Context: an optimization exercise on an open-source flow, tuned for small area and a short achievable clock period. The choices shown serve that exercise and are no tape-out recipe. The RTL was checked by simulation tests, not by an equivalence proof against the original design. Power figures rest on the tool's default switching activity, not on a simulated workload.

### design/flow/constraint.sdc
create_clock -name core_clock -period 9.0 [get_ports {clk}]
set_input_delay 1.8000 -clock core_clock [delete_from_list [all_inputs] [get_ports {clk}]]
set_output_delay 1.8000 -clock core_clock [all_outputs]
set_load 0.01 [all_outputs]
### design/flow/run.sh
#!/bin/bash
# synth_recipe.tcl (not shown) runs the flow's synth.tcl, then flattens the netlist and writes it again
# the make line also repeats each setting of config.mk as NAME=value (left out here)
make -C /OpenROAD-flow-scripts/flow DESIGN_CONFIG=/design/flow/config.mk WORK_HOME=/design/flow/orfs CLKGATE_MAP_FILE= SYNTH_SCRIPT=/design/flow/synth_recipe.tcl finish
### design/flow/config.mk
export PLATFORM = sky130hd
export DESIGN_NAME = cpu_top
export DESIGN_NICKNAME = cpu_top
export VERILOG_FILES = /design/flow/design.v
export SDC_FILE = /design/flow/constraint.sdc
export NUM_CORES = 4
export LEC_CHECK = 0
export CAP_MARGIN = 20
export CORE_MARGIN = 2
export CORE_UTILIZATION = 45
export SETUP_SLACK_MARGIN = 2.5
export SLEW_MARGIN = 20
export SYNTH_HIERARCHICAL = 1
### design/flow/design.v
module rf_decode_a(
    input wire [4:0] rs,
    input wire [31:1] valid_n,
    output wire [31:1] sel
);
    wire [4:0] rn;
    wire [3:0] lo_n;
    wire [7:0] hi_n;
    genvar i;
    generate
        for (i = 0; i < 5; i = i + 1) begin : iv
            g_inv u (.a(rs[i]), .y(rn[i]));
        end
        for (i = 0; i < 4; i = i + 1) begin : pl
            g_nand2 u (.a(i[0] ? rs[0] : rn[0]), .b(i[1] ? rs[1] : rn[1]), .y(lo_n[i]));
        end
        for (i = 0; i < 8; i = i + 1) begin : ph
            g_nand3 u (.a(i[0] ? rs[2] : rn[2]), .b(i[1] ? rs[3] : rn[3]),
                       .c(i[2] ? rs[4] : rn[4]), .y(hi_n[i]));
        end
        for (i = 1; i < 32; i = i + 1) begin : s
            g_nor3 u (.a(lo_n[i % 4]), .b(hi_n[i / 4]), .c(valid_n[i]), .y(sel[i]));
        end
    endgenerate
endmodule
module rf_ao16(
    input wire [7:0] s,
    input wire [7:0] d,
    output wire o
);
    assign o = |(s & d);
endmodule
module rf_ao14(
    input wire [6:0] s,
    input wire [6:0] d,
    output wire o
);
    assign o = |(s & d);
endmodule
module rf_read_bit(
    input wire [31:1] sel,
    input wire [31:1] d,
    output wire q
);
    wire [3:0] o;     
    wire [1:0] u;     
    rf_ao14 n0 (.s(sel[7:1]), .d(d[7:1]), .o(o[0]));
    rf_ao16 n1 (.s(sel[15:8]), .d(d[15:8]), .o(o[1]));
    rf_ao16 n2 (.s(sel[23:16]), .d(d[23:16]), .o(o[2]));
    rf_ao16 n3 (.s(sel[31:24]), .d(d[31:24]), .o(o[3]));
    g_nor2 m0 (.a(o[0]), .b(o[1]), .y(u[0]));
    g_nor2 m1 (.a(o[2]), .b(o[3]), .y(u[1]));
    g_nand2 f (.a(u[0]), .b(u[1]), .y(q));
endmodule
module rf_read_bit2(
    input wire [31:1] sel,
    input wire [31:1] d,
    output wire q,
    output wire q2
);
    wire [3:0] o;
    wire [1:0] u;
    rf_ao14 n0 (.s(sel[7:1]), .d(d[7:1]), .o(o[0]));
    rf_ao16 n1 (.s(sel[15:8]), .d(d[15:8]), .o(o[1]));
    rf_ao16 n2 (.s(sel[23:16]), .d(d[23:16]), .o(o[2]));
    rf_ao16 n3 (.s(sel[31:24]), .d(d[31:24]), .o(o[3]));
    g_nor2 m0 (.a(o[0]), .b(o[1]), .y(u[0]));
    g_nor2 m1 (.a(o[2]), .b(o[3]), .y(u[1]));
    g_nand2 f (.a(u[0]), .b(u[1]), .y(q));
    g_nand2 f2 (.a(u[0]), .b(u[1]), .y(q2));
endmodule
module g_inv(input wire a, output wire y);
    assign y = ~a;
endmodule
module g_nand2(input wire a, input wire b, output wire y);
    assign y = ~(a & b);
endmodule
module g_nand3(input wire a, input wire b, input wire c, output wire y);
    assign y = ~(a & b & c);
endmodule
module g_nand4(input wire a, input wire b, input wire c, input wire d, output wire y);
    assign y = ~(a & b & c & d);
endmodule
module g_nor2(input wire a, input wire b, output wire y);
    assign y = ~(a | b);
endmodule
module g_nor3(input wire a, input wire b, input wire c, output wire y);
    assign y = ~(a | b | c);
endmodule
module g_xor2(input wire a, input wire b, output wire y);
    assign y = a ^ b;
endmodule
module g_xnor2(input wire a, input wire b, output wire y);
    assign y = ~(a ^ b);
endmodule
module g_mux2(input wire s, input wire a0, input wire a1, output wire y);
    assign y = s ? a1 : a0;
endmodule
module g_aoi22(input wire a1, input wire a2, input wire b1, input wire b2, output wire y);
    assign y = ~((a1 & a2) | (b1 & b2));
endmodule
module g_aoi222(input wire a1, input wire a2, input wire b1, input wire b2,
                input wire c1, input wire c2, output wire y);
    assign y = ~((a1 & a2) | (b1 & b2) | (c1 & c2));
endmodule
module g_nor2b(input wire a, input wire b, output wire y);
    assign y = ~a & b;
endmodule
module g_nand2b(input wire a, input wire b, output wire y);
    assign y = a | ~b;
endmodule
module g_and2(input wire a, input wire b, output wire y);
    assign y = a & b;
endmodule
module add32(
    input wire [31:0] a,
    input wire [31:0] b,
    output wire [31:0] s
);
    wire [31:0] g [0:5];
    wire [31:0] p [0:5];
    wire [31:0] h;
    genvar i, l;
    generate
        for (i = 0; i < 32; i = i + 1) begin : pg
            g_and2 ug (.a(a[i]), .b(b[i]), .y(g[0][i]));
            g_xor2 uh (.a(a[i]), .b(b[i]), .y(h[i]));
            assign p[0][i] = h[i];
        end
        for (l = 0; l < 5; l = l + 1) begin : lv
            for (i = 0; i < 32; i = i + 1) begin : b
                if (((i >> l) & 1) == 1) begin : c
                    pfx_gp u (.gh(g[l][i]), .ph(p[l][i]),
                              .gl(g[l][((i >> l) << l) - 1]), .pl(p[l][((i >> l) << l) - 1]),
                              .g(g[l+1][i]), .p(p[l+1][i]));
                end else begin : k
                    assign g[l+1][i] = g[l][i];
                    assign p[l+1][i] = p[l][i];
                end
            end
        end
        assign s[0] = h[0];
        for (i = 1; i < 32; i = i + 1) begin : sm
            g_xor2 us (.a(h[i]), .b(g[5][i-1]), .y(s[i]));
        end
    endgenerate
endmodule
module pfx_gp(
    input wire gh,
    input wire ph,
    input wire gl,
    input wire pl,
    output wire g,
    output wire p
);
    assign g = gh | (ph & gl);
    assign p = ph & pl;
endmodule
module seg7_digit(
    input wire [3:0] s,
    input wire [3:0] sn,
    output wire [6:0] seg
);
    wire [3:0] ta;
    g_nand4 ua0 (.a(sn[0]), .b(sn[1]), .c(s[2]), .d(sn[3]), .y(ta[0]));
    g_nand4 ua1 (.a(s[0]), .b(sn[1]), .c(sn[2]), .d(sn[3]), .y(ta[1]));
    g_nand4 ua2 (.a(s[0]), .b(sn[1]), .c(s[2]), .d(s[3]), .y(ta[2]));
    g_nand4 ua3 (.a(s[0]), .b(s[1]), .c(sn[2]), .d(s[3]), .y(ta[3]));
    g_nand4 oa (.a(ta[0]), .b(ta[1]), .c(ta[2]), .d(ta[3]), .y(seg[0]));
    wire [3:0] tb;
    g_nand3 ub0 (.a(sn[0]), .b(s[1]), .c(s[2]), .y(tb[0]));
    g_nand3 ub1 (.a(sn[0]), .b(s[2]), .c(s[3]), .y(tb[1]));
    g_nand4 ub2 (.a(s[0]), .b(sn[1]), .c(s[2]), .d(sn[3]), .y(tb[2]));
    g_nand3 ub3 (.a(s[0]), .b(s[1]), .c(s[3]), .y(tb[3]));
    g_nand4 ob (.a(tb[0]), .b(tb[1]), .c(tb[2]), .d(tb[3]), .y(seg[1]));
    wire [2:0] tc;
    g_nand4 uc0 (.a(sn[0]), .b(s[1]), .c(sn[2]), .d(sn[3]), .y(tc[0]));
    g_nand3 uc1 (.a(sn[0]), .b(s[2]), .c(s[3]), .y(tc[1]));
    g_nand3 uc2 (.a(s[1]), .b(s[2]), .c(s[3]), .y(tc[2]));
    g_nand3 oc (.a(tc[0]), .b(tc[1]), .c(tc[2]), .y(seg[2]));
    wire [3:0] td;
    g_nand4 ud0 (.a(sn[0]), .b(sn[1]), .c(s[2]), .d(sn[3]), .y(td[0]));
    g_nand4 ud1 (.a(sn[0]), .b(s[1]), .c(sn[2]), .d(s[3]), .y(td[1]));
    g_nand4 ud2 (.a(s[0]), .b(sn[1]), .c(sn[2]), .d(sn[3]), .y(td[2]));
    g_nand3 ud3 (.a(s[0]), .b(s[1]), .c(s[2]), .y(td[3]));
    g_nand4 od (.a(td[0]), .b(td[1]), .c(td[2]), .d(td[3]), .y(seg[3]));
    wire [2:0] te;
    g_nand3 ue0 (.a(s[0]), .b(sn[1]), .c(sn[2]), .y(te[0]));
    g_nand2 ue1 (.a(s[0]), .b(sn[3]), .y(te[1]));
    g_nand3 ue2 (.a(sn[1]), .b(s[2]), .c(sn[3]), .y(te[2]));
    g_nand3 oe (.a(te[0]), .b(te[1]), .c(te[2]), .y(seg[4]));
    wire [3:0] tf;
    g_nand4 uf0 (.a(s[0]), .b(sn[1]), .c(s[2]), .d(s[3]), .y(tf[0]));
    g_nand3 uf1 (.a(s[0]), .b(s[1]), .c(sn[3]), .y(tf[1]));
    g_nand3 uf2 (.a(s[0]), .b(sn[2]), .c(sn[3]), .y(tf[2]));
    g_nand3 uf3 (.a(s[1]), .b(sn[2]), .c(sn[3]), .y(tf[3]));
    g_nand4 of (.a(tf[0]), .b(tf[1]), .c(tf[2]), .d(tf[3]), .y(seg[5]));
    wire [2:0] tg;
    g_nand4 ug0 (.a(sn[0]), .b(sn[1]), .c(s[2]), .d(s[3]), .y(tg[0]));
    g_nand4 ug1 (.a(s[0]), .b(s[1]), .c(s[2]), .d(sn[3]), .y(tg[1]));
    g_nand3 ug2 (.a(sn[1]), .b(sn[2]), .c(sn[3]), .y(tg[2]));
    g_nand3 og (.a(tg[0]), .b(tg[1]), .c(tg[2]), .y(seg[6]));
endmodule
module cy2(input wire g1, input wire t1, input wire g0, output wire c);
    assign c = ~g1 | (~t1 & ~g0);
endmodule
module cy3(input wire g2, input wire t2, input wire g1, input wire t1, input wire g0,
           output wire c);
    assign c = ~g2 | (~t2 & ~g1) | (~t2 & ~t1 & ~g0);
endmodule
module cy4(input wire g3, input wire t3, input wire g2, input wire t2, input wire g1,
           input wire t1, input wire g0, output wire c);
    assign c = ~g3 | (~t3 & ~g2) | (~t3 & ~t2 & ~g1) | (~t3 & ~t2 & ~t1 & ~g0);
endmodule
module carry4_c0(
    input wire [3:0] g,
    input wire [3:0] t,
    output wire [4:1] c
);
    g_inv u1 (.a(g[0]), .y(c[1]));
    cy2 u2 (.g1(g[1]), .t1(t[1]), .g0(g[0]), .c(c[2]));
    cy3 u3 (.g2(g[2]), .t2(t[2]), .g1(g[1]), .t1(t[1]), .g0(g[0]), .c(c[3]));
    cy4 u4 (.g3(g[3]), .t3(t[3]), .g2(g[2]), .t2(t[2]), .g1(g[1]), .t1(t[1]), .g0(g[0]), .c(c[4]));
endmodule
module carry4_c1(
    input wire [3:0] g,
    input wire [3:0] t,
    output wire [4:1] c
);
    g_inv u1 (.a(t[0]), .y(c[1]));
    cy2 u2 (.g1(g[1]), .t1(t[1]), .g0(t[0]), .c(c[2]));
    cy3 u3 (.g2(g[2]), .t2(t[2]), .g1(g[1]), .t1(t[1]), .g0(t[0]), .c(c[3]));
    cy4 u4 (.g3(g[3]), .t3(t[3]), .g2(g[2]), .t2(t[2]), .g1(g[1]), .t1(t[1]), .g0(t[0]), .c(c[4]));
endmodule
module seg7_sum4(
    input wire [3:1] p,
    input wire [3:1] c,
    input wire s0,
    input wire s0n,
    output wire [6:0] seg
);
    wire [3:0] s, sn;
    assign s[0] = s0;
    assign sn[0] = s0n;
    genvar k;
    generate
        for (k = 1; k < 4; k = k + 1) begin : x
            g_xor2 u (.a(p[k]), .b(c[k]), .y(s[k]));
            g_xnor2 un (.a(p[k]), .b(c[k]), .y(sn[k]));
        end
    endgenerate
    seg7_digit d (.s(s), .sn(sn), .seg(seg));
endmodule
module seg7_add8(
    input wire [7:0] x,
    input wire [7:0] y,
    output wire [6:0] seg1,
    output wire [6:0] seg20,
    output wire [6:0] seg21,
    output wire c4
);
    wire [7:0] g, t, p, pn;
    genvar k;
    generate
        for (k = 0; k < 8; k = k + 1) begin : pg
            g_nand2 ug (.a(x[k]), .b(y[k]), .y(g[k]));      
            g_nor2  ut (.a(x[k]), .b(y[k]), .y(t[k]));      
            g_xor2  up (.a(x[k]), .b(y[k]), .y(p[k]));      
            if (k == 0 || k == 4) begin : n
                g_xnor2 un (.a(x[k]), .b(y[k]), .y(pn[k]));
            end
        end
    endgenerate
    wire [4:1] cl, ch0, ch1;
    carry4_c0 u (.g(g[3:0]), .t(t[3:0]), .c(cl));
    carry4_c0 uh0 (.g(g[7:4]), .t(t[7:4]), .c(ch0));
    carry4_c1 uh1 (.g(g[7:4]), .t(t[7:4]), .c(ch1));
    seg7_sum4 d1 (.p(p[3:1]), .c(cl[3:1]), .s0(p[0]), .s0n(pn[0]), .seg(seg1));
    seg7_sum4 d20 (.p(p[7:5]), .c(ch0[3:1]), .s0(p[4]), .s0n(pn[4]), .seg(seg20));
    seg7_sum4 d21 (.p(p[7:5]), .c(ch1[3:1]), .s0(pn[4]), .s0n(p[4]), .seg(seg21));
    assign c4 = cl[4];
endmodule
module seg7_sub8(
    input wire [7:0] x,
    input wire [7:0] y,
    output wire [6:0] seg1,
    output wire [6:0] seg20,
    output wire [6:0] seg21,
    output wire c4
);
    wire [7:0] g, t, p, pn;
    genvar k;
    generate
        for (k = 0; k < 8; k = k + 1) begin : pg
            g_nand2b ug (.a(y[k]), .b(x[k]), .y(g[k]));     
            g_nor2b  ut (.a(x[k]), .b(y[k]), .y(t[k]));     
            g_xnor2  up (.a(x[k]), .b(y[k]), .y(p[k]));     
            if (k == 0 || k == 4) begin : n
                g_xor2   un (.a(x[k]), .b(y[k]), .y(pn[k]));
            end
        end
    endgenerate
    wire [4:1] cl, ch0, ch1;
    carry4_c1 u (.g(g[3:0]), .t(t[3:0]), .c(cl));
    carry4_c0 uh0 (.g(g[7:4]), .t(t[7:4]), .c(ch0));
    carry4_c1 uh1 (.g(g[7:4]), .t(t[7:4]), .c(ch1));
    seg7_sum4 d1 (.p(p[3:1]), .c(cl[3:1]), .s0(pn[0]), .s0n(p[0]), .seg(seg1));
    seg7_sum4 d20 (.p(p[7:5]), .c(ch0[3:1]), .s0(p[4]), .s0n(pn[4]), .seg(seg20));
    seg7_sum4 d21 (.p(p[7:5]), .c(ch1[3:1]), .s0(pn[4]), .s0n(p[4]), .seg(seg21));
    assign c4 = cl[4];
endmodule
module seg7_shl8(
    input wire [7:0] x,
    input wire [4:0] s,
    output wire [6:0] seg1,
    output wire [6:0] seg2
);
    wire [7:0] v = x << s;
    wire [7:0] vn = ~v;
    seg7_digit d1 (.s(v[3:0]), .sn(vn[3:0]), .seg(seg1));
    seg7_digit d2 (.s(v[7:4]), .sn(vn[7:4]), .seg(seg2));
endmodule
module seg7_opsel(
    input wire is_s,
    input wire is_b,
    input wire is_i,
    input wire is_a,
    input wire vs,
    input wire vb,
    input wire vi,
    input wire va,
    output wire y
);
    wire t0, t1;
    g_aoi22 u0 (.a1(is_s), .a2(vs), .b1(is_b), .b2(vb), .y(t0));
    g_aoi22 u1 (.a1(is_i), .a2(vi), .b1(is_a), .b2(va), .y(t1));
    g_nand2 u2 (.a(t0), .b(t1), .y(y));
endmodule
module seg7_opsel2(
    input wire is_s,
    input wire vs,
    input wire eb1, input wire eb0, input wire vb1, input wire vb0,
    input wire ei1, input wire ei0, input wire vi1, input wire vi0,
    input wire ea1, input wire ea0, input wire va1, input wire va0,
    output wire y
);
    wire t0, t1, t2, t3;
    g_nand2 u0 (.a(is_s), .b(vs), .y(t0));
    g_aoi22 u1 (.a1(eb1), .a2(vb1), .b1(eb0), .b2(vb0), .y(t1));
    g_aoi22 u2 (.a1(ei1), .a2(vi1), .b1(ei0), .b2(vi0), .y(t2));
    g_aoi22 u3 (.a1(ea1), .a2(va1), .b1(ea0), .b2(va0), .y(t3));
    g_nand4 u4 (.a(t0), .b(t1), .c(t2), .d(t3), .y(y));
endmodule
module seg7_en(
    input wire op,
    input wire c4,
    output wire e1,
    output wire e0
);
    g_and2 u1 (.a(op), .b(c4), .y(e1));
    g_nor2b u0 (.a(c4), .b(op), .y(e0));
endmodule
module cpu_top(
    input wire clk,
    input wire rst,
    input wire control,
    input wire [31:0] instr,
    output wire [31:0] pc,
    output wire [6:0] seg1,
    output wire [6:0] seg2
);
    wire [6:0] op  = instr[6:0];
    wire [4:0] rd  = instr[11:7];
    wire [4:0] rs1 = instr[19:15];
    wire [4:0] rs2 = instr[24:20];
    wire is_r = (op == 7'b0110011);
    wire is_i = (op == 7'b0010011);
    wire is_s = (op == 7'b0100011);
    wire is_b = (op == 7'b1100011);
    wire is_j = (op == 7'b1101111);
    wire is_a = ~is_s & ~is_b & ~is_i;
    wire reg_write = is_r | is_i | is_s;
    reg [31:0] pc_reg;
    reg [31:0] regs [1:31];
    reg [31:1] valid;
    wire [31:0] imm_i = {{20{instr[31]}}, instr[31:20]};
    wire [31:0] imm_b = {{20{instr[31]}}, instr[7], instr[30:25], instr[11:8], 1'b0};
    wire [31:1] valid_n = ~valid;
    wire [31:1] sel1, sel2, sel1l, sel2l;
    rf_decode_a dec1 (.rs(rs1), .valid_n(valid_n), .sel(sel1));
    rf_decode_a dec2 (.rs(rs2), .valid_n(valid_n), .sel(sel2));
    rf_decode_a dec1l (.rs(rs1), .valid_n(valid_n), .sel(sel1l));
    rf_decode_a dec2l (.rs(rs2), .valid_n(valid_n), .sel(sel2l));
    wire [31:0] a, b;      
    wire [7:0] a_d, b_d;   
    genvar gi, gk;
    generate
        for (gk = 0; gk < 32; gk = gk + 1) begin : rb
            wire [31:1] d;
            for (gi = 1; gi < 32; gi = gi + 1) begin : r
                assign d[gi] = regs[gi][gk];
            end
            if (gk < 8) begin : lo
                rf_read_bit2 ra (.sel(sel1l), .d(d), .q(a[gk]), .q2(a_d[gk]));
                rf_read_bit2 rb (.sel(sel2l), .d(d), .q(b[gk]), .q2(b_d[gk]));
            end else begin : hi
                rf_read_bit ra (.sel(sel1), .d(d), .q(a[gk]));
                rf_read_bit rb (.sel(sel2), .d(d), .q(b[gk]));
            end
        end
    endgenerate
    wire [31:0] sum;
    add32 uadd (.a(a), .b(is_i ? imm_i : b), .s(sum));
    wire [31:0] shl = a << b[4:0];
    wire [31:0] wdata = is_s ? shl : sum;
    wire [6:0] s1_add, s20_add, s21_add, s1_adi, s20_adi, s21_adi;
    wire [6:0] s1_sub, s20_sub, s21_sub, s1_shl, s2_shl;
    wire c4_add, c4_adi, c4_sub;
    seg7_add8 dadd (.x(a_d), .y(b_d), .seg1(s1_add), .seg20(s20_add), .seg21(s21_add), .c4(c4_add));
    seg7_add8 dadi (.x(a_d), .y(imm_i[7:0]), .seg1(s1_adi), .seg20(s20_adi), .seg21(s21_adi), .c4(c4_adi));
    seg7_sub8 dsub (.x(a_d), .y(b_d), .seg1(s1_sub), .seg20(s20_sub), .seg21(s21_sub), .c4(c4_sub));
    seg7_shl8 dshl (.x(a), .s(b[4:0]), .seg1(s1_shl), .seg2(s2_shl));
    wire ea1, ea0, ei1, ei0, eb1, eb0;
    seg7_en ena (.op(is_a), .c4(c4_add), .e1(ea1), .e0(ea0));
    seg7_en eni (.op(is_i), .c4(c4_adi), .e1(ei1), .e0(ei0));
    seg7_en enb (.op(is_b), .c4(c4_sub), .e1(eb1), .e0(eb0));
    generate
        for (gk = 0; gk < 7; gk = gk + 1) begin : os
            seg7_opsel o1 (.is_s(is_s), .is_b(is_b), .is_i(is_i), .is_a(is_a),
                           .vs(s1_shl[gk]), .vb(s1_sub[gk]), .vi(s1_adi[gk]), .va(s1_add[gk]),
                           .y(seg1[gk]));
            seg7_opsel2 o2 (.is_s(is_s), .vs(s2_shl[gk]),
                            .eb1(eb1), .eb0(eb0), .vb1(s21_sub[gk]), .vb0(s20_sub[gk]),
                            .ei1(ei1), .ei0(ei0), .vi1(s21_adi[gk]), .vi0(s20_adi[gk]),
                            .ea1(ea1), .ea0(ea0), .va1(s21_add[gk]), .va0(s20_add[gk]),
                            .y(seg2[gk]));
        end
    endgenerate
    wire taken = is_b & (a != b);
    wire [31:0] pc_next = is_j ? {pc_reg[31:28], instr[25:0], 2'b00}
                        : taken ? pc_reg + imm_b : pc_reg + 32'd4;
    always @(posedge clk or posedge rst) begin
        if (rst)
            pc_reg <= 32'h0;
        else if (control)
            pc_reg <= pc_next;
    end
    assign pc = pc_reg;
    always @(posedge clk or posedge rst) begin
        if (rst)
            valid <= 31'h0;
        else if (reg_write && rd != 5'd0)
            valid[rd] <= 1'b1;
    end
    always @(posedge clk) begin
        if (reg_write && rd != 5'd0)
            regs[rd] <= wdata;
    end
endmodule
==> reports/qor.tcl, run 1 <==
set qor(result_of_the_run) {no timing/DRC/antenna violations}
set qor(tritoncts_num_sinks) 1054
set qor(critical_path.startpoint) {instr[21]}
set qor(worstSetupPathType) {primary input to primary output}
set qor(tritoncts.num_buffers) 112
set qor(worstSkewPairLatency_ns) 0.81
set qor(hold_slack_ns) 0.5477
set qor(static-leakage-power_nw) 23.11
set qor(cts_hold_repair.buffers) 0
set qor(netlist_instances) 4494
set qor(clock_tree_from_tritoncts) {yes}
set qor(r2r_cells) 20
set qor(rr_endpoint) {regs[10][24]$_DFFE_PP_}
set qor(fillCellCount) 9967
set qor(period_minus_slack_ns) 6.892
set qor(cell_class_contributing_the_biggest_share_of_worst_path_delay) {simple AND/OR/NAND/NOR gates}
set qor(drt_pre_antenna_iters) 7
set qor(clock-skew-final_ns) 0.1127
set qor(report.final.setup_viol) 0
set qor(finalSetupTns_ns) 0
set qor(syn_to_layout_area_delta_pct) 23.42
set qor(fraction_of_layout_cells_with_a_size_suffix_above_1_pct) 21.71
set qor(boundaryPins) 81
set qor(die_extent_in_x_microns) 352.4
set qor(via_count_of_the_first_global_routing_pass) 43660
set qor(setup.reg_to_reg.worst_slack_ns) 3.67
set qor(rows) 127
set qor(crit_end) {seg2[3]}
set qor(hold_class) {flop to flop}
set qor(clk_transition_reported_paths_ns) 0.06
set qor(grt_antenna_before_repair) 1
set qor(worst-path-buf-inv) 7
set qor(final-hold-violation-count) 0
set qor(core_region_area_sq_um) 120100
set qor(grt_first_pass_wirelength_microns) 301700
set qor(slew_headroom_pct) 22.45
set qor(fp.dieH_microns) 352.4
set qor(critPathMostFrequentCell) {nand4_1}
set qor(finish.utilization_pct) 56.10
set qor(cp_slowest_cell) {mux4_2}
set qor(cap_viol_max_count) 0
set qor(worstSetupPathDepth) 19
set qor(initial_core_util_pct) 45.46
set qor(grt_util_all_layers_pct) 32.83
set qor(critical_path.startpoint_type) {primary input}
set qor(r2r_start) {valid[1]$_DFFE_PP0P_}
set qor(synth-warning-count) 9
set qor(postSynthAreaPerCell_sq_um) 12.15
set qor(maxClockFrequency_mhz) 145.1
set qor(grt_max_degree) 63
set qor(route.antenna.remaining_nets) 0
set qor(wirelength_microns) 211800
set qor(finalNetCount) 5127
set qor(critPathMaxFanout) 12
set qor(min_from) {valid[1]$_DFFE_PP0P_}
set qor(vdd_drop_max_mv) 0.2042
set qor(finalWeightedCongestion) 0.9892
set qor(number_of_standard_cells_in_the_final_layout_excluding_fillers) 6754
set qor(crit_arrival_ns) 5.09
set qor(largest_reg_flops) 992
set qor(syn_nets) 4574
set qor(dr_total_vias) 46960
set qor(avgViaCountPerCell) 6.953
set qor(post-route-drc-count) 0
set qor(port_buffer_cells) 79
set qor(endpoint_kind) {primary output}
set qor(clockBufferDepth) 3
set qor(worst-endpoint-required_ns) 7.20
set qor(cp_cell_sequence) {buf_12, clkinvlp_4, buf_12, nand2_8, buf_4, nor3_4, a22oi_1, nand4_1, nor2_4, buf_12, nand2_8, mux4_2, a22oi_2, buf_2, nand4_1, nand4_1, nand2_1, nand4_1, buf_2}
set qor(tightest_slew_ns) 1.161
set qor(detailedPlacementHpwl_microns) 139800
set qor(total_power_after_layout_mw) 15.73
set qor(power_density_nw_per_um2) 233.5
set qor(grt_setup_unrepaired) {yes}
set qor(design.die.area_sq_um) 124200
set qor(placedCellCount) 6373
set qor(htree_levels) 3
set qor(detailedRoute.firstIterationViolations) 7594
set qor(cell_area_synth_sq_um) 54610
set qor(detail_route.wl_per_cell_microns) 31.36
set qor(finalCritPeriodShare_pct) 76.58
set qor(final_max_slew_viol_count) 0
set qor(overflow) 0
set qor(clockRootBuffer) {clkbuf_16}
set qor(timing.critical_path.slowest_cell_delay_ns) 0.59
[cell type report]
cell class / count / area [sq um] / area share (%)
Sequential cell: 1054 / 31340 / 46.50
Multi-Input combinational cell: 3292 / 25530 / 37.88
Timing Repair Buffer: 491 / 4353 / 6.459
Clock buffer: 134 / 2959 / 4.391
Tap cell: 1612 / 2017 / 2.993
Clock inverter: 74 / 783.3 / 1.162
Inverter: 94 / 394.1 / 0.5848
Timing Repair inverter: 2 / 15.01 / 0.02228
Antenna cell: 1 / 2.502 / 0.003713
[worst reg2reg max path, stage by stage (launching register included)]
cell and delay, ns:
dfrtp_1 0.42, inv_1 0.37, nor3_4 0.14, a222oi_1 0.38
nand3_1 0.22, nor2_4 0.23, nand2_2 0.12, buf_4 0.17
buf_6 0.21, inv_1 0.15, o21ai_0 0.14, and2_1 0.20
a21o_1 0.22, a21o_1 0.27, a21o_2 0.36, a21o_4 0.36
a21o_1 0.22, xor2_1 0.25, nand2_1 0.11, o21ai_2 0.24
buf_4 0.37
[worst min path at each step]
stage	to	slack, ns	cells past startpoint
after floorplan	valid[1]$_DFFE_PP0P_	0.44	1
after global placement	valid[1]$_DFFE_PP0P_	0.52	1
after detailed placement	valid[1]$_DFFE_PP0P_	0.53	1
after CTS	valid[1]$_DFFE_PP0P_	0.54	1
after global routing	valid[1]$_DFFE_PP0P_	0.56	1
final	valid[1]$_DFFE_PP0P_	0.55	1
[timing repair]
| item | in CTS | in global routing |
|---|---|---|
| pin swaps | 150 | 83 |
| setup buffers | 112 | 48 |
| setup endpoints to repair | 789 | 502 |
| gates resized for setup | 496 | 59 |
| gates cloned | 9 | 2 |
| hold endpoints to repair | 0 | 0 |
[cell usage in the layout, fill, tap and decap left out, types with 25 or more instances in the layout]
cell type,instances
nand3_1,264
and2_1,84
inv_1,78
clkbuf_16,115
clkinv_2,25
nor3_4,123
nand2_1,234
clkdlybuf4s50_1,55
a21o_1,112
a22oi_1,886
buf_4,357
o21ai_0,82
dfrtp_1,62
xnor2_1,71
xor2_1,95
buf_12,30
a222oi_1,64
nor2_4,55
nand4_1,393
edfxtp_1,992
mux2i_1,27
ha_1,44
a21oi_1,76
nor2_1,173
a22oi_2,51
[metrics by stage]
step	instance area (sq um)	setup WS, ns
after floorplan	54650	2.337
after global placement	59800	0.1988
after detailed placement	59810	0.08840
after CTS	66610	2.204
after global routing	67390	2.036
final	67390	2.108
[power breakdown]
group	total (mW)	internal [mW]	switching [mW]
Combinational	4.76	1.63	3.14
Clock	4.68	2.63	2.05
Sequential	6.29	6.20	0.0940
[routing by layer]
metal | vias to the layer above | track usage (%) | wire length, microns
li1 | 19810 | - | -
met1 | 23300 | 44.17 | 80810
met2 | 3271 | 50.41 | 94940
met3 | 577 | 5.320 | 21400
met4 | 0 | 19.22 | 14620
met5 | - | 0 | 0
==> inputs of run 2 (changes only) <==
--- a/design/flow/config.mk
+++ b/design/flow/config.mk
@@ -8,6 +8,8 @@
 export CAP_MARGIN = 20
 export CORE_MARGIN = 2
 export CORE_UTILIZATION = 45
+export CTS_CLUSTER_DIAMETER = 80
+export CTS_CLUSTER_SIZE = 20
 export SETUP_SLACK_MARGIN = 2.5
 export SLEW_MARGIN = 20
 export SYNTH_HIERARCHICAL = 1
==> reports/qor.tcl, run 2 <==
set qor(met2_length_microns) 96060
set qor(tritoncts_num_sinks) 1054
set qor(wirelength_microns) 213300
set qor(grt_max_degree) 63
set qor(grt_util_all_layers_pct) 32.91
set qor(post-route-drc-count) 0
set qor(worstSetupPathType) {primary input to primary output}
set qor(grt_antenna_before_repair) 1
set qor(power_density_nw_per_um2) 218.8
set qor(hold_class) {flop to flop}
set qor(tightest_slew_ns) 1.143
set qor(static-leakage-power_nw) 22.64
set qor(finalCritPeriodShare_pct) 76.29
set qor(dr.max_layer_used) {met4}
set qor(critPathMostFrequentCell) {buf_6}
set qor(worstSkewPairLatency_ns) 0.69
set qor(cts_hold_repair.buffers) 0
set qor(htree_levels) 3
set qor(detailedRoute.firstIterationViolations) 7534
set qor(finish.utilization_pct) 55.41
set qor(post-route-worst-setup-slack_ns) 2.134
set qor(clock_tree_from_tritoncts) {yes}
set qor(clockBufferDepth) 3
set qor(clockRootBuffer) {clkbuf_16}
set qor(final-hold-violation-count) 0
set qor(met1Wirelength_microns) 81800
set qor(rows) 127
set qor(final_cell_mix) {edfxtp_1, a22oi_1, nand4_1}
set qor(overflow) 0
set qor(min_from) {valid[1]$_DFFE_PP0P_}
set qor(drt_pre_antenna_iters) 10
set qor(fraction_of_layout_cells_with_a_size_suffix_above_1_pct) 22.46
set qor(vdd_drop_max_mv) 0.1891
set qor(clock-skew-final_ns) 0.06906
set qor(cell_area_synth_sq_um) 54610
set qor(hold_depth) 1
set qor(critical_path.startpoint) {instr[16]}
set qor(worst-endpoint-required_ns) 7.20
set qor(dr_total_vias) 47040
set qor(grt_setup_unrepaired) {yes}
set qor(netlist_instances) 4494
set qor(core_region_area_sq_um) 120100
set qor(largest_reg_flops) 992
set qor(finalSetupTns_ns) 0
set qor(postSynthAreaPerCell_sq_um) 12.15
set qor(grt_first_pass_wirelength_microns) 302300
set qor(via_count_of_the_first_global_routing_pass) 43590
set qor(detailroute.wirelength.met3_microns) 21060
set qor(boundaryPins) 81
set qor(cp_cell_sequence) {buf_12, clkinvlp_4, nand2_8, buf_6, nor3_4, buf_6, a22oi_2, nand4_1, nor2_4, nand2_2, buf_8, nor2b_4, o21ai_4, buf_6, buf_12, xnor2_4, buf_6, buf_12, nand4_1, nand4_1, a22oi_2, nand2_1, buf_2}
set qor(cp_slowest_cell) {nor2_4}
set qor(finalNetCount) 5123
set qor(rr_endpoint) {regs[23][24]$_DFFE_PP_}
set qor(clk_transition_reported_paths_ns) 0.09
set qor(timing.critical_path.slowest_cell_delay_ns) 0.29
set qor(layout_commonest_cell) {edfxtp_1}
set qor(die_extent_in_x_microns) 352.4
set qor(slew_headroom_pct) 23.65
set qor(port_buffer_cells) 79
set qor(critPathMaxFanout) 8
set qor(initial_core_util_pct) 45.46
set qor(detailedPlacementHpwl_microns) 139800
set qor(report.final.setup_viol) 0
set qor(syn_nets) 4574
set qor(fp.dieH_microns) 352.4
set qor(maxClockFrequency_mhz) 145.6
set qor(setup.reg_to_reg.worst_slack_ns) 3.75
set qor(worstHoldEndpoint) {valid[1]$_DFFE_PP0P_}
set qor(cap_viol_max_count) 0
set qor(endpoint_kind) {primary output}
set qor(worst-path-buf-inv) 10
set qor(cell_class_contributing_the_biggest_share_of_worst_path_delay) {buffers and inverters}
set qor(r2r_cells) 20
set qor(critical_path.startpoint_type) {primary input}
set qor(result_of_the_run) {no timing/DRC/antenna violations}
set qor(r2r_start) {valid[11]$_DFFE_PP0P_}
set qor(route.antenna.remaining_nets) 0
set qor(design.die.area_sq_um) 124200
set qor(final_max_slew_viol_count) 0
set qor(place_ws_ns) 0.08840
set qor(syn_to_layout_area_delta_pct) 21.91
set qor(tritoncts.num_buffers) 70
set qor(period_minus_slack_ns) 6.866
set qor(crit_arrival_ns) 5.07
set qor(detail_route.wl_per_cell_microns) 31.91
set qor(avgViaCountPerCell) 7.037
set qor(finalWeightedCongestion) 0.9892
set qor(synth-warning-count) 9
[run 2: cell count changes in the layout (fill, tap and decap cells not counted), sizes merged]
| cell | change |
|---|---|
| buf | +42 |
| bufinv | -6 |
| clkbuf | -59 |
| clkinv | -52 |
| inv | +6 |
| xor2 | -1 |
[run 2: worst reg2reg max path: cells and delay by family (launching register included)]
family | cells | cell delay [ns]
simple gates | 5 | 0.97
flops | 1 | 0.37
xor+xnor | 2 | 0.46
buf+inv | 5 | 1.34
compound gates | 8 | 1.94
[run 2: metal layers]
layer,vias to the layer above,GRT usage [%]
met1,23390,44.49
met3,597,5.045
li1,19730,-
met5,-,0
met4,0,18.24
met2,3317,50.96
[run 2: report_power, final]
group | total (mW) | internal [mW] | switching [mW]
sequential | 6.28 | 6.19 | 0.0941
combinational | 4.94 | 1.73 | 3.21
clock | 3.34 | 1.58 | 1.76
[run 2: worst max path at each step]
stage / endpoint / cells after the start
floorplan: regs[10][28]$_DFFE_PP_ / 21
global placement: seg2[3] / 17
detailed placement: seg2[3] / 17
CTS: seg2[3] / 20
global route: seg2[3] / 17
finish: seg1[0] / 23
[run 2: layout make-up]
cell class / count / area [sq um]
fillers: 9970 / 53560
flip-flops and latches: 1054 / 31340
multi-input cells: 3291 / 25940
repair buffers: 531 / 4710
well taps: 1612 / 2017
clock buffers: 77 / 1821
inverters: 94 / 394.1
clock inverters: 23 / 335.3
repair inverters: 1 / 7.507
diodes: 1 / 2.502
[run 2: timing repair]
| item | 4_1_cts | 5_1_grt |
|---|---|---|
| resized for setup | 597 | 74 |
| pin swaps | 215 | 85 |
| gates cloned | 12 | 0 |
| setup buffers | 147 | 50 |
| setup endpoints to repair | 789 | 483 |
[run 2: through the flow]
| step | hold slack, ns | instance area, sq um | instances | total power, mW |
|---|---|---|---|---|
| 6_report | 0.5590 | 66570 | 6684 | 14.57 |
| 5_1_grt | 0.5650 | 66570 | 6684 | 15.08 |
| 4_1_cts | 0.5478 | 65770 | 6632 | 14.38 |
| 3_5_place_dp | 0.5325 | 59810 | 6373 | 10.63 |
| 3_3_place_gp | 0.5211 | 59800 | 6372 | 10.57 |
| 2_1_floorplan | 0.4365 | 54650 | 4494 | 8.926 |
==> inputs of run 3 (changes only) <==
--- a/design/flow/config.mk
+++ b/design/flow/config.mk
@@ -8,8 +8,8 @@
 export CAP_MARGIN = 20
 export CORE_MARGIN = 2
 export CORE_UTILIZATION = 45
-export CTS_CLUSTER_DIAMETER = 80
-export CTS_CLUSTER_SIZE = 20
+export CTS_CLUSTER_DIAMETER = 100
+export CTS_CLUSTER_SIZE = 25
 export SETUP_SLACK_MARGIN = 2.5
 export SLEW_MARGIN = 20
 export SYNTH_HIERARCHICAL = 1
==> reports/qor.tcl, run 3 <==
set qor(wirelength_microns) 209500
set qor(net_switching_component_of_the_power_mw) 4.889
set qor(grt_antenna_before_repair) 1
set qor(result_of_the_run) {no timing/DRC/antenna violations}
set qor(r2r_start) {valid[1]$_DFFE_PP0P_}
set qor(static-leakage-power_nw) 21.93
set qor(detailedPlacementHpwl_microns) 139800
set qor(route.antenna.remaining_nets) 0
set qor(crit_arrival_ns) 5.08
set qor(cap_viol_max_count) 0
set qor(finalNetCount) 5052
set qor(cts_hold_repair.buffers) 0
set qor(finalSetupTns_ns) 0
set qor(p_comb_share_pct) 34.3
set qor(htree_levels) 2
set qor(postLayoutCellArea_sq_um) 65000
set qor(design.die.area_sq_um) 124200
set qor(vdd_drop_max_mv) 0.1805
set qor(clock_tree_from_tritoncts) {yes}
set qor(grt_setup_unrepaired) {yes}
set qor(cellInternalPower_mw) 8.948
set qor(boundaryPins) 81
set qor(r2r_cells) 20
set qor(cell_area_synth_sq_um) 54610
set qor(power.sequential.fraction_pct) 45.4
set qor(tritoncts.num_buffers) 52
set qor(clk_transition_reported_paths_ns) 0.10
set qor(syn_nets) 4574
set qor(power_frac_clock_pct) 20.3
set qor(finalCritPeriodShare_pct) 76.49
set qor(worstSetupPathType) {primary input to primary output}
set qor(rr_endpoint) {regs[21][24]$_DFFE_PP_}
set qor(avgViaCountPerCell) 7.019
set qor(period_minus_slack_ns) 6.884
set qor(clockRootBuffer) {clkbuf_16}
set qor(clockBufferDepth) 3
set qor(final_cell_mix) {edfxtp_1, a22oi_1, nand4_1}
set qor(rows) 127
set qor(worstHoldEndpoint) {valid[1]$_DFFE_PP0P_}
set qor(clock-skew-final_ns) 0.09000
set qor(final_max_slew_viol_count) 0
set qor(port_buffer_cells) 79
set qor(hold_class) {flop to flop}
set qor(report.final.setup_viol) 0
set qor(hold_depth) 1
set qor(min_from) {valid[1]$_DFFE_PP0P_}
set qor(detailedRoute.firstIterationViolations) 7569
set qor(maxClockFrequency_mhz) 145.3
set qor(worstSkewPairLatency_ns) 0.74
set qor(finalWeightedCongestion) 0.9892
set qor(critical_path.startpoint_type) {primary input}
set qor(power_density_nw_per_um2) 212.9
set qor(detail_route.wl_per_cell_microns) 31.72
set qor(post-route-drc-count) 0
set qor(drt_pre_antenna_iters) 7
set qor(fillCellCount) 10160
set qor(dr_total_vias) 46380
set qor(postSynthAreaPerCell_sq_um) 12.15
set qor(fp.dieH_microns) 352.4
set qor(grt_first_pass_wirelength_microns) 297600
set qor(critPathMaxFanout) 11
set qor(syn_to_layout_area_delta_pct) 19.04
set qor(fraction_of_power_spent_switching_nets_pct) 35.33
set qor(fraction_of_layout_cells_with_a_size_suffix_above_1_pct) 20.15
set qor(grt_max_degree) 63
set qor(grt_util_all_layers_pct) 32.35
set qor(initial_core_util_pct) 45.46
set qor(final-hold-violation-count) 0
set qor(detailed_place.area_sq_um) 59810
set qor(slew_headroom_pct) 24.39
set qor(die_extent_in_x_microns) 352.4
set qor(tightest_slew_ns) 1.131
set qor(worst-endpoint-required_ns) 7.20
set qor(via_count_of_the_first_global_routing_pass) 42780
set qor(setup.reg_to_reg.worst_slack_ns) 3.71
set qor(endpoint_kind) {primary output}
set qor(tritoncts_num_sinks) 1054
set qor(overflow) 0
set qor(core_region_area_sq_um) 120100
set qor(synth-warning-count) 9
set qor(netlist_instances) 4494
set qor(layout_commonest_cell) {edfxtp_1}
set qor(largest_reg_flops) 992
## run 3: metrics by stage
step	power, mW	hold slack (ns)	worst slack [ns]	utilization, %	instances
4_1_cts	13.69	0.5510	2.172	53.44	6544
2_1_floorplan	8.926	0.4365	2.337	-	4494
6_report	13.84	0.5543	2.116	54.11	6607
3_3_place_gp	10.57	0.5211	0.1988	49.78	6372
5_1_grt	14.33	0.5689	2.041	54.11	6606
3_5_place_dp	10.63	0.5325	0.08840	49.79	6373
## run 3: worst max-delay path: stages
cell	delay, ns
buf_6	0.19
inv_4	0.11
nand3_4	0.16
nor3_4	0.09
a22oi_1	0.25
nand4_1	0.21
nor2_2	0.33
nand2_4	0.21
buf_4	0.20
nand2b_4	0.08
o21a_1	0.17
o21ai_4	0.07
buf_12	0.14
xor2_4	0.17
buf_4	0.16
nand4_1	0.08
nand4_1	0.09
a22oi_2	0.20
nand4_1	0.17
buf_2	0.18
## run 3: final cells by class
cell class	instances	area (sq um)	area share [%]
Timing Repair Buffer	477	4046	6.225
Sequential cell	1054	31340	48.21
Tap cell	1612	2017	3.103
Clock inverter	16	296.5	0.4562
Inverter	94	386.6	0.5948
Clock buffer	59	1328	2.042
Timing Repair inverter	2	15.01	0.02310
Multi-Input combinational cell	3291	25570	39.34
Antenna cell	2	5.005	0.007699
## run 3: what timing repair did
item,4_1_cts,5_1_grt
buffers inserted,88,58
pin swaps,134,88
hold endpoints to repair,0,0
setup endpoints to repair,789,512
cloned,8,2
gates resized for setup,467,86
## run 3: worst max path at each step
stage	startpoint	end	cells after the start	slack, ns
after detailed placement	instr[17]	seg2[3]	17	0.09
after global placement	instr[17]	seg2[3]	17	0.20
after CTS	instr[24]	seg2[3]	20	2.17
after global routing	instr[23]	seg2[3]	20	2.04
after floorplan	instr[21]	regs[10][28]$_DFFE_PP_	21	2.34
final	instr[18]	seg2[3]	20	2.12
## run 3: routing by layer
layer  track usage (%)  routed length [microns]  up-vias
met5                 0                        0        -
li1                  -                        -    19560
met4             18.74                    14430        0
met2             49.88                    93670     3179
met1             43.93                    80810    23080
met3             4.486                    20630      552
## run 3: power by group through the flow
stage | clock network, mW | registers [mW] | logic [mW]
2_1_floorplan | 0 | 6.40 | 2.52
3_3_place_gp | 0 | 6.39 | 4.17
3_5_place_dp | 0 | 6.39 | 4.24
4_1_cts | 2.84 | 6.28 | 4.57
5_1_grt | 3.00 | 6.29 | 5.05
6_report | 2.81 | 6.28 | 4.74
==> inputs of run 4 (changes only) <==
--- a/design/flow/design.v
+++ b/design/flow/design.v
@@ -1,25 +1,27 @@
 module rf_decode_a(
     input wire [4:0] rs,
-    input wire [31:1] valid_n,
+    input wire [31:1] valid,
     output wire [31:1] sel
 );
     wire [4:0] rn;
-    wire [3:0] lo_n;
-    wire [7:0] hi_n;
+    wire [3:0] lo;
+    wire [7:0] hi;
+    wire [31:1] sel_n;
     genvar i;
     generate
         for (i = 0; i < 5; i = i + 1) begin : iv
             g_inv u (.a(rs[i]), .y(rn[i]));
         end
         for (i = 0; i < 4; i = i + 1) begin : pl
-            g_nand2 u (.a(i[0] ? rs[0] : rn[0]), .b(i[1] ? rs[1] : rn[1]), .y(lo_n[i]));
+            g_nor2 u (.a(i[0] ? rn[0] : rs[0]), .b(i[1] ? rn[1] : rs[1]), .y(lo[i]));
         end
         for (i = 0; i < 8; i = i + 1) begin : ph
-            g_nand3 u (.a(i[0] ? rs[2] : rn[2]), .b(i[1] ? rs[3] : rn[3]),
-                       .c(i[2] ? rs[4] : rn[4]), .y(hi_n[i]));
+            g_nor3 u (.a(i[0] ? rn[2] : rs[2]), .b(i[1] ? rn[3] : rs[3]),
+                      .c(i[2] ? rn[4] : rs[4]), .y(hi[i]));
         end
         for (i = 1; i < 32; i = i + 1) begin : s
-            g_nor3 u (.a(lo_n[i % 4]), .b(hi_n[i / 4]), .c(valid_n[i]), .y(sel[i]));
+            g_nand3 u (.a(lo[i % 4]), .b(hi[i / 4]), .c(valid[i]), .y(sel_n[i]));
+            g_inv v (.a(sel_n[i]), .y(sel[i]));
         end
     endgenerate
 endmodule
@@ -385,12 +387,11 @@
     reg [31:1] valid;
     wire [31:0] imm_i = {{20{instr[31]}}, instr[31:20]};
     wire [31:0] imm_b = {{20{instr[31]}}, instr[7], instr[30:25], instr[11:8], 1'b0};
-    wire [31:1] valid_n = ~valid;
     wire [31:1] sel1, sel2, sel1l, sel2l;
-    rf_decode_a dec1 (.rs(rs1), .valid_n(valid_n), .sel(sel1));
-    rf_decode_a dec2 (.rs(rs2), .valid_n(valid_n), .sel(sel2));
-    rf_decode_a dec1l (.rs(rs1), .valid_n(valid_n), .sel(sel1l));
-    rf_decode_a dec2l (.rs(rs2), .valid_n(valid_n), .sel(sel2l));
+    rf_decode_a dec1 (.rs(rs1), .valid(valid), .sel(sel1));
+    rf_decode_a dec2 (.rs(rs2), .valid(valid), .sel(sel2));
+    rf_decode_a dec1l (.rs(rs1), .valid(valid), .sel(sel1l));
+    rf_decode_a dec2l (.rs(rs2), .valid(valid), .sel(sel2l));
     wire [31:0] a, b;      
     wire [7:0] a_d, b_d;   
     genvar gi, gk;
==> reports/qor.tcl, run 4 <==
set qor(initial_core_util_pct) 45.39
set qor(overflow) 0
set qor(core_region_area_sq_um) 120100
set qor(rows) 127
set qor(placedCellCount) 6455
set qor(endpoint_kind) {primary output}
set qor(tightest_slew_ns) 1.176
set qor(detailedPlacementHpwl_microns) 132900
set qor(final_max_slew_viol_count) 0
set qor(worstSkewPairLatency_ns) 0.68
set qor(fillCellCount) 10220
set qor(worstSetupPathType) {primary input to primary output}
set qor(final-hold-violation-count) 0
set qor(port_buffer_cells) 79
set qor(grt_first_pass_wirelength_microns) 285100
set qor(clk_transition_reported_paths_ns) 0.10
set qor(critPathMostFrequentCell) {nand4_1}
set qor(detailedRoute.firstIterationViolations) 7358
set qor(result_of_the_run) {no timing/DRC/antenna violations}
set qor(setup.reg_to_reg.worst_slack_ns) 3.76
set qor(rr_endpoint) {pc_reg[29]$_DFFE_PP0P_}
set qor(slew_headroom_pct) 21.62
set qor(seqCellArea_sq_um) 31340
set qor(cp_slowest_cell) {mux4_2}
set qor(boundaryPins) 81
set qor(grt_max_degree) 63
set qor(finalCritPeriodShare_pct) 75.51
set qor(grt_setup_unrepaired) {yes}
set qor(vdd_drop_max_mv) 0.1979
set qor(timing.critical_path.slowest_cell_delay_ns) 0.50
set qor(final_cell_mix) {edfxtp_1, a22oi_1, nand4_1}
set qor(critical_path.startpoint) {instr[20]}
set qor(die_extent_in_x_microns) 352.1
set qor(design.die.area_sq_um) 124000
set qor(clockBufferDepth) 3
set qor(grt_antenna_before_repair) 0
set qor(cts_hold_repair.buffers) 0
set qor(cell_area_synth_sq_um) 54530
set qor(worstSetupPathDepth) 20
set qor(detail_route.wl_per_cell_microns) 29.67
set qor(critPathMaxFanout) 8
set qor(report.final.setup_viol) 0
set qor(crit_end) {seg2[0]}
set qor(period_minus_slack_ns) 6.796
set qor(critical_path.startpoint_type) {primary input}
set qor(cp_cell_sequence) {buf_8, inv_6, nor2_4, buf_4, nand3_1, inv_2, a22oi_2, nand4_1, nor2_4, nand2_8, mux4_2, nor4b_4, a31oi_2, buf_4, buf_6, nand4_1, nand4_1, nand2_1, nand4_1, buf_2}
set qor(layout_commonest_cell) {edfxtp_1}
set qor(r2r_start) {valid[24]$_DFFE_PP0P_}
set qor(avgViaCountPerCell) 6.842
set qor(synth-warning-count) 9
set qor(finalSetupTns_ns) 0
set qor(postSynthAreaPerCell_sq_um) 11.88
set qor(route.antenna.remaining_nets) 0
set qor(cell_class_contributing_the_biggest_share_of_worst_path_delay) {simple AND/OR/NAND/NOR gates}
set qor(fp.dieH_microns) 352.1
set qor(syn_nets) 4671
set qor(wirelength_microns) 198100
set qor(dr_total_vias) 45670
set qor(grt_util_all_layers_pct) 30.56
set qor(number_of_standard_cells_in_the_final_layout_excluding_fillers) 6675
set qor(combined_area_of_the_multi_input_logic_cells_sq_um) 24640
set qor(worst-path-buf-inv) 7
set qor(syn_to_layout_area_delta_pct) 17.97
set qor(hold_class) {flop to flop}
set qor(maxClockFrequency_mhz) 147.2
set qor(finalNetCount) 5125
set qor(clockRootBuffer) {clkbuf_16}
set qor(cap_viol_max_count) 0
set qor(worst-endpoint-required_ns) 7.20
set qor(clock-skew-final_ns) 0.05778
set qor(crit_arrival_ns) 5.00
set qor(drt_pre_antenna_iters) 11
set qor(via_count_of_the_first_global_routing_pass) 42550
set qor(power_density_nw_per_um2) 141.8
set qor(fraction_of_layout_cells_with_a_size_suffix_above_1_pct) 18.71
set qor(htree_levels) 2
set qor(clock_tree_from_tritoncts) {yes}
set qor(r2r_cells) 17
set qor(netlist_instances) 4591
set qor(finalWeightedCongestion) 0.9835
set qor(tritoncts.num_buffers) 49
set qor(tritoncts_num_sinks) 1054
set qor(post-route-drc-count) 0
set qor(static-leakage-power_nw) 23.87
set qor(largest_reg_flops) 992
-- run 4: metal layers --
metal,track usage [%],vias up,share of wire [%]
met5,0,-,0
met4,15.22,0,6.0
met3,3.897,417,9.4
met2,48.21,2876,46
met1,41.76,22700,39
li1,-,19680,-
-- run 4: per-stage QoR --
| step | total power, mW | utilization [%] | hold slack, ns | setup WS [ns] | area [sq um] |
|---|---|---|---|---|---|
| 5_1_grt | 9.408 | 53.54 | 0.5070 | 2.101 | 64320 |
| 3_3_place_gp | 6.541 | 49.30 | 0.4644 | 0.5268 | 59220 |
| 4_1_cts | 9.120 | 52.89 | 0.4864 | 2.306 | 63540 |
| 2_1_floorplan | 6.181 | - | 0.5021 | 2.565 | 54530 |
| 6_report | 9.121 | 53.54 | 0.4853 | 2.204 | 64320 |
| 3_5_place_dp | 6.553 | 49.30 | 0.4724 | 0.3402 | 59230 |
-- run 4: worst min-delay path by stage --
stage	cells after the start	slack, ns	end	startpoint
floorplan	1	0.50	valid[1]$_DFFE_PP0P_	valid[1]$_DFFE_PP0P_
global placement	1	0.46	pc_reg[31]$_DFFE_PP0P_	pc_reg[31]$_DFFE_PP0P_
detailed placement	1	0.47	pc_reg[31]$_DFFE_PP0P_	pc_reg[31]$_DFFE_PP0P_
CTS	1	0.49	pc_reg[31]$_DFFE_PP0P_	pc_reg[31]$_DFFE_PP0P_
global route	1	0.51	pc_reg[31]$_DFFE_PP0P_	pc_reg[31]$_DFFE_PP0P_
finish	1	0.49	pc_reg[31]$_DFFE_PP0P_	pc_reg[31]$_DFFE_PP0P_
-- run 4: timing repair --
item	4_1_cts	5_1_grt
resized for setup	545	68
endpoints found under the setup margin	882	354
pin swaps	152	48
buffers inserted	96	39
gates cloned	14	2
-- run 4: cell type report --
cell class,count,share of cell area (%)
Clock buffer,62,1.998
Sequential cell,1054,48.72
Inverter,178,1.214
Antenna cell,1,0.003890
Timing Repair inverter,1,0.01167
Multi-Input combinational cell,3313,38.30
Clock inverter,6,0.1323
Tap cell,1612,3.136
Timing Repair Buffer,448,6.480
-- run 4: worst reg2reg max path: cells and delay by family (launching register included) --
family / cells / cell delay [ns]
and+or+nand+nor: 8 / 2.45
buffers and inverters: 4 / 0.90
AOI/OAI and AO/OA: 4 / 0.85
DFF: 1 / 0.53
xor gates and xnor gates: 1 / 0.44
-- run 4: power breakdown --
part           internal [mW]  leakage (nW)  switching [mW]
combinational          0.454          12.5           0.635
sequential              5.37          10.7          0.0937
clock                   1.03         0.667            1.54
total                   6.85          23.9            2.27

==> re-timing with driven ports <==
The flow's constraints put no driver on any port. The routed layouts listed below were extracted and timed again, unchanged, in two steps.
Step 1 assumes that a clkbuf_16 drives the clock port and a buf_2 every other input.
Step 2 times the ports against the registers' clock, not the clock port: input delays grow and output delays shrink by t, the midpoint of the rising clock arrivals with the driver on.
Slacks: ideal ports / drivers / drivers and shift; pairs: ideal ports / drivers.
run	shift t [ns]	setup WS [ns]	slew at the worst register clock pin (ns)
run 1	0.825	2.108 / 2.060 / 1.666	0.07 / 0.07
run 2	0.734	2.134 / 2.056 / 1.800	0.09 / 0.09
run 3	0.770	2.116 / 2.077 / 1.770	0.11 / 0.11
run 4	0.730	2.204 / 2.140 / 1.820	0.11 / 0.11
After both steps setup and hold are still met in every run listed. The setup slack of run 1, which loses most, moves by -0.048 ns with the drivers and by -0.442 ns with both steps.
